This is an optimization exercise on Yosys and OpenROAD, whose aim is small area, a short achievable clock period and few clock cycles, not a production implementation.
The RTL was checked by simulation tests, not by an equivalence proof against the original design.
Power is estimated from default activity; no workload was simulated.

==> flow/design.v <==
module arith(input  logic        cin,
             input  logic [31:0] A, B,
             output logic [31:0] sum,
             output logic        slt);
logic [32:0] s;
logic        t31, v;
assign s   = {A, 1'b1} + {B, cin};
assign sum = s[32:1];
assign t31 = B[31] ^ (&B[30:0]);
assign v   = (~A[31] & ~t31 & sum[31]) | (A[31] & t31 & ~sum[31]);
assign slt = ~(&(A ^ B)) & (sum[31] ^ v);
endmodule
module shift(input  logic [31:0] A,
             input  logic [4:0]  shamt,
             input  logic        arith,
             output logic [31:0] shl, shr);
logic signed [32:0] ax;
logic [32:0]        r;
assign ax  = {arith & A[31], A};
assign r   = ax >>> shamt;
assign shl = A << shamt;
assign shr = r[31:0];
endmodule
module alu(input  logic [31:0] A, B,
           input  logic [4:0]  shamt,
           input  logic        cin, sAdd, sSlt, sAnd, sOr, sXor, sNor,
           input  logic        sSll, sSrl, sSra,
           output logic [31:0] sum,
           output logic        slt,
           output logic [31:0] Yo, Y);
logic [31:0] shl, shr;
arith xarith(cin, A, B, sum, slt);
shift xshift(A, shamt, sSra, shl, shr);
always_comb begin
	Yo = ({32{sAnd}} & (A & B))
	   | ({32{sOr}}  & (A | B))
	   | ({32{sXor}} & (A ^ B))
	   | ({32{sNor}} & ~(A | B))
	   | ({32{sSll}} & shl)
	   | ({32{sSrl | sSra}} & shr);
	Y = ({32{sAdd}} & sum) | {31'b0, sSlt & slt} | Yo;
end
endmodule
module ctl(input  logic [31:0] ins,
           output logic        valid,    
           output logic        usesRt,   
           output logic        imm,      
           output logic        zext,     
           output logic [4:0]  dst,      
           output logic        load, store,
           output logic        sub, sAdd, sSlt, sAnd, sOr, sXor, sNor,
           output logic        sSll, sSrl, sSra);
logic [5:0] op, fn;
logic       rtype, fadd, fsub, fand, for_, fxor, fnor, fslt, fsll, fsrl, fsra;
logic       addi, andi, ori, xori;
assign op = ins[31:26];
assign fn = ins[5:0];
assign rtype = (op == 6'b000000);
assign fadd = rtype & (fn == 6'b100000);
assign fsub = rtype & (fn == 6'b100010);
assign fand = rtype & (fn == 6'b100100);
assign for_ = rtype & (fn == 6'b100101);
assign fxor = rtype & (fn == 6'b100110);
assign fnor = rtype & (fn == 6'b100111);
assign fslt = rtype & (fn == 6'b101010);
assign fsll = rtype & (fn == 6'b000000);
assign fsrl = rtype & (fn == 6'b000010);
assign fsra = rtype & (fn == 6'b000011);
assign addi  = (op == 6'b001000);
assign andi  = (op == 6'b001100);
assign ori   = (op == 6'b001101);
assign xori  = (op == 6'b001110);
assign load  = (op == 6'b100011);
assign store = (op == 6'b101011);
assign sAdd = fadd | fsub | addi | load | store;
assign sub  = fsub | fslt;
assign sSlt = fslt;
assign sAnd = fand | andi;
assign sOr  = for_ | ori;
assign sXor = fxor | xori;
assign sNor = fnor;
assign sSll = fsll;
assign sSrl = fsrl;
assign sSra = fsra;
assign usesRt = fadd | fsub | fand | for_ | fxor | fnor | fslt | store;
assign imm    = addi | andi | ori | xori | load | store;
assign zext   = andi | ori | xori;
assign valid  = usesRt | fsll | fsrl | fsra | imm;
always_comb begin
	if (fadd | fsub | fand | for_ | fxor | fnor | fslt | fsll | fsrl | fsra)
		dst = ins[15:11];
	else if (addi | andi | ori | xori | load)
		dst = ins[20:16];
	else
		dst = 5'b0;
end
endmodule
module pc(input  logic        clk, rst, hold,
          output logic [31:0] ia);
logic [29:0] word;
always_ff @(posedge clk) begin
	if (rst)        word <= 30'b0;
	else if (!hold) word <= word + 30'd1;
end
assign ia = {word, 2'b00};
endmodule
module regfile(input  logic        clk,
               input  logic [4:0]  ra, rb,
               output logic [31:0] rda, rdb,
               input  logic [4:0]  wa,
               input  logic [31:0] wd);
logic [31:0]  r [1:31];
logic [991:0] flat;
logic [31:1]  sa, sb, sw;
dec5 deca(ra, sa);
dec5 decb(rb, sb);
dec5 decw(wa, sw);
always_ff @(posedge clk) begin
	for (int i = 1; i < 32; i++)
		if (sw[i]) r[i] <= wd;
end
always_comb
	for (int i = 1; i < 32; i++) flat[32*(i-1) +: 32] = r[i];
rdport porta(sa, flat, rda);
rdport portb(sb, flat, rdb);
endmodule
module dec5(input  logic [4:0]  a,
            output logic [31:1] sel);
always_comb
	for (int i = 1; i < 32; i++) sel[i] = (a == i[4:0]);
endmodule
module rdport(input  logic [31:1]  sel,
              input  logic [991:0] d,
              output logic [31:0]  q);
always_comb begin
	q = 32'b0;
	for (int i = 1; i < 32; i++)
		q = q | ({32{sel[i]}} & d[32*(i-1) +: 32]);
end
endmodule
module beta(    input logic clk, reset,
                input logic [31:0] id, memReadData,
                output logic [31:0] ia, memAddr, memWriteData,
                output logic MemRead, MemWrite);
logic        stall, rst;
always_ff @(posedge clk or posedge reset) begin
	if (reset) rst <= 1'b1;
	else       rst <= 1'b0;
end
logic [31:0] IR;
logic        vD;
pc pc_module(clk, rst, stall, ia);
always_ff @(posedge clk) begin
	if (rst)         vD <= 1'b0;
	else if (!stall) vD <= 1'b1;
end
always_ff @(posedge clk) begin
	if (!stall) IR <= id;
end
logic        valid, usesRt, immI, zext, load, store;
logic        sub, sAdd, sSlt, sAnd, sOr, sXor, sNor, sSll, sSrl, sSra;
logic [4:0]  dst, rs, rt;
logic [31:0] rfa, rfb, fa, fb, faE, fbE, bop, immval, mval, Y;
logic        selSa, selTa, selYa, selMa, selOa, selSb, selTb, selYb, selMb, selOb;
logic        np, nn, slt;
logic [31:0] sum, Yo;
logic [4:0]  dE, dM;
logic        ldE, stE, ldM;
logic        hitEa, hitMa, hitEb, hitMb;
ctl ctl_module(IR, valid, usesRt, immI, zext, dst, load, store,
               sub, sAdd, sSlt, sAnd, sOr, sXor, sNor, sSll, sSrl, sSra);
assign rs = IR[25:21];
assign rt = IR[20:16];
regfile regfile_module(clk, rs, rt, rfa, rfb, dM, mval);
assign hitEa = (dE == rs) & (rs != 5'b0);
assign hitMa = (dM == rs) & (rs != 5'b0);
assign hitEb = (dE == rt) & (rt != 5'b0);
assign hitMb = (dM == rt) & (rt != 5'b0);
assign mval = ldM ? memReadData : memAddr;
always_comb begin
	faE = hitMa ? memAddr : rfa;
	fbE = hitMb ? memAddr : rfb;
end
assign selSa = hitEa & sAddE;
assign selTa = hitEa & sSltE;
assign selYa = hitEa & ~sAddE & ~sSltE;
assign selMa = ~hitEa & hitMa & ldM;
assign selOa = ~hitEa & ~(hitMa & ldM);
assign selSb = hitEb & sAddE;
assign selTb = hitEb & sSltE;
assign selYb = hitEb & ~sAddE & ~sSltE;
assign selMb = ~hitEb & hitMb & ldM;
assign selOb = ~hitEb & ~(hitMb & ldM);
assign np = ~immI & ~sub;
assign nn = ~immI & sub;
fwd fwda(selSa, selTa, selYa, selMa, selOa, sum, slt, Yo, memReadData, faE, fa);
fwd fwdb(selSb, selTb, selYb, selMb, selOb, sum, slt, Yo, memReadData, fbE, fb);
fwdx fwdo(selSb & np, selSb & nn, selTb & np, selTb & nn, selYb & np, selYb & nn,
          selMb & np, selMb & nn, selOb | immI,
          sum, slt, Yo, memReadData, immI ? immval : (fbE ^ {32{sub}}), bop);
assign immval = {zext ? 16'b0 : {16{IR[15]}}, IR[15:0]};
assign stall = vD & valid & ldE & ((dE == rs) | (usesRt & (dE == rt))) & (dE != 5'b0);
logic [31:0] A, Bop, Bv;
logic [4:0]  shE;
logic        subE, sAddE, sSltE, sAndE, sOrE, sXorE, sNorE, sSllE, sSrlE, sSraE;
always_ff @(posedge clk) begin
	A     <= fa;
	Bop   <= bop;
	Bv    <= fb;
	shE   <= IR[10:6];
	subE  <= sub;
	sAddE <= sAdd;
	sSltE <= sSlt;
	sAndE <= sAnd;
	sOrE  <= sOr;
	sXorE <= sXor;
	sNorE <= sNor;
	sSllE <= sSll;
	sSrlE <= sSrl;
	sSraE <= sSra;
end
always_ff @(posedge clk) begin
	if (rst) begin
		dE  <= 5'b0;
		ldE <= 1'b0;
		stE <= 1'b0;
	end else begin
		dE  <= (vD & !stall) ? dst : 5'b0;
		ldE <= vD & !stall & load;
		stE <= vD & !stall & store;
	end
end
alu alu_module(A, Bop, shE, subE, sAddE, sSltE, sAndE, sOrE, sXorE, sNorE,
               sSllE, sSrlE, sSraE, sum, slt, Yo, Y);
always_ff @(posedge clk) begin
	memAddr      <= Y;
	memWriteData <= Bv;
end
always_ff @(posedge clk) begin
	if (rst) begin
		dM  <= 5'b0;
		ldM <= 1'b0;
	end else begin
		dM  <= dE;
		ldM <= ldE;
	end
end
always_ff @(posedge clk or posedge reset) begin
	if (reset) begin
		MemRead  <= 1'b0;
		MemWrite <= 1'b0;
	end else begin
		MemRead  <= ldE;
		MemWrite <= stE;
	end
end
endmodule
module fwd(input  logic        sS, sT, sY, sM, sO,
           input  logic [31:0] s,
           input  logic        t,
           input  logic [31:0] y, m, o,
           output logic [31:0] q);
assign q = ({32{sS}} & s) | {31'b0, sT & t} | ({32{sY}} & y)
         | ({32{sM}} & m) | ({32{sO}} & o);
endmodule
module fwdx(input  logic        sSp, sSn, sTp, sTn, sYp, sYn, sMp, sMn, sO,
            input  logic [31:0] s,
            input  logic        t,
            input  logic [31:0] y, m, o,
            output logic [31:0] q);
assign q = ({32{sSp}} & s) | ({32{sSn}} & ~s)
         | {31'b0, sTp & t} | {{31{sTn}}, sTn & ~t}
         | ({32{sYp}} & y) | ({32{sYn}} & ~y)
         | ({32{sMp}} & m) | ({32{sMn}} & ~m)
         | ({32{sO}} & o);
endmodule
clock: 12.0 ns
lec_check: 0
cap_margin: 20
core_margin: 2
core_utilization: 55
cts_cluster_diameter: 100
cts_cluster_size: 24
slew_margin: 20
synth_hierarchical: 1
tns_end_percent: 10
standard.sh (not shown) runs the stock make flow with config.mk's settings and CLKGATE_MAP_FILE= SYNTH_SCRIPT=/design/flow/synth_recipe.tcl, a recipe that flattens the netlist after the stock synthesis.
==> flow/flow/run.sh <==
#!/bin/bash
set -euo pipefail
MARGIN=$(cat flow/margin.txt)
bash standard.sh SETUP_SLACK_MARGIN=$MARGIN \
  "BUFFER_PORTS_ARGS=-buffer_cell sky130_fd_sc_hd__buf_2" \
  finish > flow_make.log 2>&1
==> flow/flow/margin.txt <==
8.35
Testbench counts at the start, summed over its fixed seeds: cycles 13,274.
Rerun with:
--- a/flow/design.v
+++ b/flow/design.v
@@ -159,9 +159,9 @@
 end
 logic        valid, usesRt, immI, zext, load, store;
 logic        sub, sAdd, sSlt, sAnd, sOr, sXor, sNor, sSll, sSrl, sSra;
 logic [4:0]  dst, rs, rt;
-logic [31:0] rfa, rfb, fa, fb, faE, fbE, bop, immval, mval, Y;
+logic [31:0] rfa, rfb, fa, fb, faE, fbE, bop, immval, mval, Y, res;
 logic        selSa, selTa, selYa, selMa, selOa, selSb, selTb, selYb, selMb, selOb;
 logic        np, nn, slt;
 logic [31:0] sum, Yo;
 logic [4:0]  dE, dM;
@@ -175,12 +175,12 @@
 assign hitEa = (dE == rs) & (rs != 5'b0);
 assign hitMa = (dM == rs) & (rs != 5'b0);
 assign hitEb = (dE == rt) & (rt != 5'b0);
 assign hitMb = (dM == rt) & (rt != 5'b0);
-assign mval = ldM ? memReadData : memAddr;
-always_comb begin
-	faE = hitMa ? memAddr : rfa;
-	fbE = hitMb ? memAddr : rfb;
+assign mval = ldM ? memReadData : res;
+always_comb begin
+	faE = hitMa ? res : rfa;
+	fbE = hitMb ? res : rfb;
 end
 assign selSa = hitEa & sAddE;
 assign selTa = hitEa & sSltE;
 assign selYa = hitEa & ~sAddE & ~sSltE;
@@ -232,9 +232,10 @@
 end
 alu alu_module(A, Bop, shE, subE, sAddE, sSltE, sAndE, sOrE, sXorE, sNorE,
                sSllE, sSrlE, sSraE, sum, slt, Yo, Y);
 always_ff @(posedge clk) begin
-	memAddr      <= Y;
+	res          <= Y;
+	memAddr      <= {32{ldE | stE}} & Y;
 	memWriteData <= Bv;
 end
 always_ff @(posedge clk) begin
 	if (rst) begin
What happened: Routed wire length came out higher by a few percent; combinational power barely changes; global-route usage came out higher by 0.42 points; design area came out higher slightly; power came out higher slightly.
Testbench counts after the change, summed over its fixed seeds: cycles 13,274.

-- re-timing with driven ports --
In the flow no input, the clock included, has a driving cell. The finished layouts below were timed again as built, in two steps. Step 1 (the two cells are an assumption about what drives the block):
set clk [get_ports {clk}]
set_driving_cell -lib_cell sky130_fd_sc_hd__clkbuf_16 $clk
set_driving_cell -lib_cell sky130_fd_sc_hd__buf_2 [delete_from_list [all_inputs] $clk]
Step 2 times the ports against the registers' clock, not the clock port: input delays grow and output delays shrink by t, the midpoint of the rising clock arrivals with the driver on. a / b / c = ideal / step 1 / step 2; a / b = the first two.
run | t, ns | slack for setup (ns) | slew at the worst register clock pin (ns) | worst data-port slew with drivers (ns) | cell pins on the clock port's net
the first run | 0.815 | 8.291 / 8.211 / 8.303 | 0.11 / 0.11 | 0.18 | 1
the second run | 0.820 | 8.278 / 8.193 / 8.319 | 0.11 / 0.11 | 0.13 | 1
After both steps setup and hold are still met in every run listed.
